Context: an optimization exercise on an open-source flow, tuned for small area. The choices shown serve that exercise and are no tape-out recipe.
Function was checked by simulation only, so behaviour that the tests miss may differ from the original.
The clock input has no modelled driver; a real chip could not lean on it and would need a root buffer or a full tree.
Power figures rest on the tool's default switching activity, not on a simulated workload.

== P ==
## top
module top(
	clock, KEY,
	SW, LEDR_o,
	HEX0_o, HEX1_o, HEX2_o, HEX3_o, HEX4_o, HEX5_o
);
==> flow/config.mk <==
export PLATFORM = sky130hd
export DESIGN_NAME = top
export DESIGN_NICKNAME = top
export VERILOG_FILES = /design/flow/design.v
export SDC_FILE = /design/flow/constraint.sdc
export NUM_CORES = 4
export LEC_CHECK = 0
export ABC_AREA = 1
export CAP_MARGIN = 0
export CORE_MARGIN = 2
export CORE_UTILIZATION = 40
export SLEW_MARGIN = 0
==> flow/constraint.sdc <==
create_clock -name core_clock -period 10.0 [get_ports {clock}]
set_input_delay 2.0000 -clock core_clock [delete_from_list [all_inputs] [get_ports {clock}]]
set_output_delay 2.0000 -clock core_clock [all_outputs]
set_load 0.01 [all_outputs]
standard.sh (not shown) runs the stock make flow with config.mk's settings and CLKGATE_MAP_FILE= SYNTH_SCRIPT=/design/flow/synth_recipe.tcl, a recipe that flattens the netlist after the stock synthesis.
==> flow/flow/run.sh <==
#!/bin/bash
# Layout flow: the standard flow (standard.sh), with these changes.
#  1. Synthesis is the standard synthesis, except that ABC maps the logic
#     with an area-oriented script (no buffering or upsizing) and the adder
#     step (extract_fa) is skipped. It is run once per entry of trial_list
#     (a deepsyn seed and a mapper filled into flow/abc_template.script),
#     each in its own folder under trials/, and the run whose netlist has the
#     smallest cell area (buffers left out, as placement removes them) is
#     copied to orfs/ for the rest of the flow. Registers come from the same
#     dfflibmap step as in the standard synthesis in every run, so they keep
#     their names and cell types.
#  2. Port buffering uses sky130_fd_sc_hd__buf_1 (every port still gets
#     its own buffer).
#  4. Tie cells are not split per load (SKIP_REPAIR_TIE_FANOUT), so constant
#     outputs share one tie cell per value, as synthesis made them.
# Each step's full output goes to a log file in this folder (trials/*/synth.log,
# synth_pick.log, layout.log) besides ORFS's own logs.
set -euo pipefail
W=$(pwd)
LIB="$FLOW_HOME/platforms/sky130hd/lib/sky130_fd_sc_hd__tt_025C_1v80.lib"
rm -rf "$W/trials"
mkdir -p "$W/trials"
names=()
# one trial per (deepsyn seed, mapper) pair, from flow/abc_template.script
trial_list="0:amap_-m 1:amap_-m 2:amap_-m 3:amap_-m 4:amap_-m 5:amap_-m 6:amap_-m 7:amap_-m 8:amap_-m 9:amap_-m 10:amap_-m 11:amap_-m 0:amap 4:amap 6:amap 9:amap"
for t in $trial_list; do
  seed=${t%%:*}; map=${t#*:}; map=${map//_/ }
  n="s${seed}_${t#*:}"
  names+=("$n")
  T="$W/trials/$n"
  mkdir -p "$T"
  cp -r "$FLOW_HOME/scripts" "$T/scripts"
  sed -e "s/SEED/$seed/" -e "s/MAP/$map/" "$W/flow/abc_template.script" > "$T/scripts/abc_area.script"
done
run_trial() {
  local T="$W/trials/$1"
  bash "$W/standard.sh" "WORK_HOME=$T/orfs" "SCRIPTS_DIR=$T/scripts" ADDER_MAP_FILE= synth > "$T/synth.log" 2>&1 || true
}
jobs_max=${NUM_CORES:-4}
for n in "${names[@]}"; do
  while (( $(jobs -rp | wc -l) >= jobs_max )); do sleep 2; done
  run_trial "$n" &
done
wait
best=""
best_area=""
: > "$W/synth_pick.log"
for n in "${names[@]}"; do
  v="$W/trials/$n/orfs/results/sky130hd/top/base/1_2_yosys.v"
  o="$W/trials/$n/orfs/results/sky130hd/top/base/1_synth.odb"
  if [[ -f "$v" && -f "$o" ]]; then
    a=$(python3 "$W/flow/area.py" "$LIB" "$v")
    echo "$n $a" >> "$W/synth_pick.log"
    if [[ -z "$best" ]] || python3 -c "import sys; sys.exit(0 if float('$a') < float('$best_area') else 1)"; then
      best="$n"; best_area="$a"
    fi
  else
    echo "$n failed" >> "$W/synth_pick.log"
  fi
done
echo "picked $best $best_area" >> "$W/synth_pick.log"
[[ -n "$best" ]]
rm -rf "$W/orfs"
cp -a "$W/trials/$best/orfs" "$W/orfs"
export BUFFER_PORTS_ARGS="-buffer_cell sky130_fd_sc_hd__buf_1"
export CTS_ARGS="-sink_clustering_enable -repair_clock_nets -dont_use_dummy_load -buf_list sky130_fd_sc_hd__clkbuf_8 -root_buf sky130_fd_sc_hd__clkbuf_8"
export POST_CTS_TCL="$W/flow/clock_trim.tcl"
bash "$W/standard.sh" "POST_CTS_TCL=$POST_CTS_TCL" SKIP_REPAIR_TIE_FANOUT=1 "CTS_ARGS=$CTS_ARGS" "BUFFER_PORTS_ARGS=$BUFFER_PORTS_ARGS" finish > "$W/layout.log" 2>&1
==> flow/flow/abc_template.script <==
strash
&get -n
&deepsyn -T 60 -S SEED
&put
dch -f
MAP
topo
dnsize -c
Other scripts of this flow, unchanged in this note and not shown: flow/flow/area.py, flow/flow/clock_trim.tcl
Here is what was changed in the inputs of Q compared with P.
--- a/flow/flow/run.sh
+++ b/flow/flow/run.sh
@@ -4,5 +4,5 @@
 #     with an area-oriented script (no buffering or upsizing) and the adder
 #     step (extract_fa) is skipped. It is run once per entry of trial_list
-#     (a deepsyn seed and a mapper filled into flow/abc_template.script),
+#     (deepsyn seeds and a mapper filled into flow/abc_template.script),
 #     each in its own folder under trials/, and the run whose netlist has the
 #     smallest cell area (buffers left out, as placement removes them) is
@@ -22,14 +22,20 @@
 mkdir -p "$W/trials"
 names=()
-# one trial per (deepsyn seed, mapper) pair, from flow/abc_template.script
-trial_list="0:amap_-m 1:amap_-m 2:amap_-m 3:amap_-m 4:amap_-m 5:amap_-m 6:amap_-m 7:amap_-m 8:amap_-m 9:amap_-m 10:amap_-m 11:amap_-m 0:amap 4:amap 6:amap 9:amap"
+# One trial per entry "seeds:mapper". flow/abc_template.script is one pass
+# (deepsyn with the given seed, then mapping); an entry with seeds a-b runs
+# the pass once per seed, each on the previous pass's mapped result.
+trial_list="0:amap_-m 1:amap_-m 2:amap_-m 4:amap_-m 6:amap_-m 8:amap_-m 0:amap 6:amap 6-1:amap_-m 6-3:amap_-m 6-0:amap_-m 6-2:amap_-m 1-6:amap_-m 1-3:amap_-m 1-0:amap_-m 0-6:amap_-m"
 for t in $trial_list; do
-  seed=${t%%:*}; map=${t#*:}; map=${map//_/ }
-  n="s${seed}_${t#*:}"
+  seeds=${t%%:*}; map=${t#*:}; map=${map//_/ }
+  n="s${seeds}_${t#*:}"
   names+=("$n")
   T="$W/trials/$n"
   mkdir -p "$T"
   cp -r "$FLOW_HOME/scripts" "$T/scripts"
-  sed -e "s/SEED/$seed/" -e "s/MAP/$map/" "$W/flow/abc_template.script" > "$T/scripts/abc_area.script"
+  : > "$T/scripts/abc_area.script"
+  for seed in ${seeds//-/ }; do
+    sed -e "s/SEED/$seed/" -e "s/MAP/$map/" "$W/flow/abc_template.script" >> "$T/scripts/abc_area.script"
+  done
+  printf 'topo\ndnsize -c\n' >> "$T/scripts/abc_area.script"
 done
 run_trial() {
==> flow/flow/abc_template.script <==
strash
&get -n
&deepsyn -T 60 -S SEED
&put
dch -f
MAP
Findings:
Q closes out successfully: all stages finished, all timing, DRC and antenna checks passed.
Final cell utilization of the core: P and Q compared, lower one is P
Compared with P, in Q combinational cell fraction of total power climbed 5.1 points; maximum frequency rose by 12%; worst path arrival time -750 ps.

[port drivers added, routing unchanged]
In the flow no input, the clock included, has a driving cell. The finished layouts below were timed again as built, in two steps. Step 1 assumes that a clkbuf_16 drives the clock port and a buf_2 every other input. Step 2 adds t to the input delays and takes it off the output delays; t is the mean of the earliest and latest rising clock arrival at the registers after step 1. Input paths then give back, and output paths get back, about the clock's delay inside the block. Three values: ideal, step 1, step 2; two values: the first two.
run	t (ns)	setup slack, ns	worst setup path at the end	worst slew at a driven data input, ns
P	0.197	2.992 / 2.945 / 3.141	register to output	0.04
Q	0.202	3.736 / 3.684 / 3.886	register to output	0.04
After both steps every run listed still meets setup and hold.
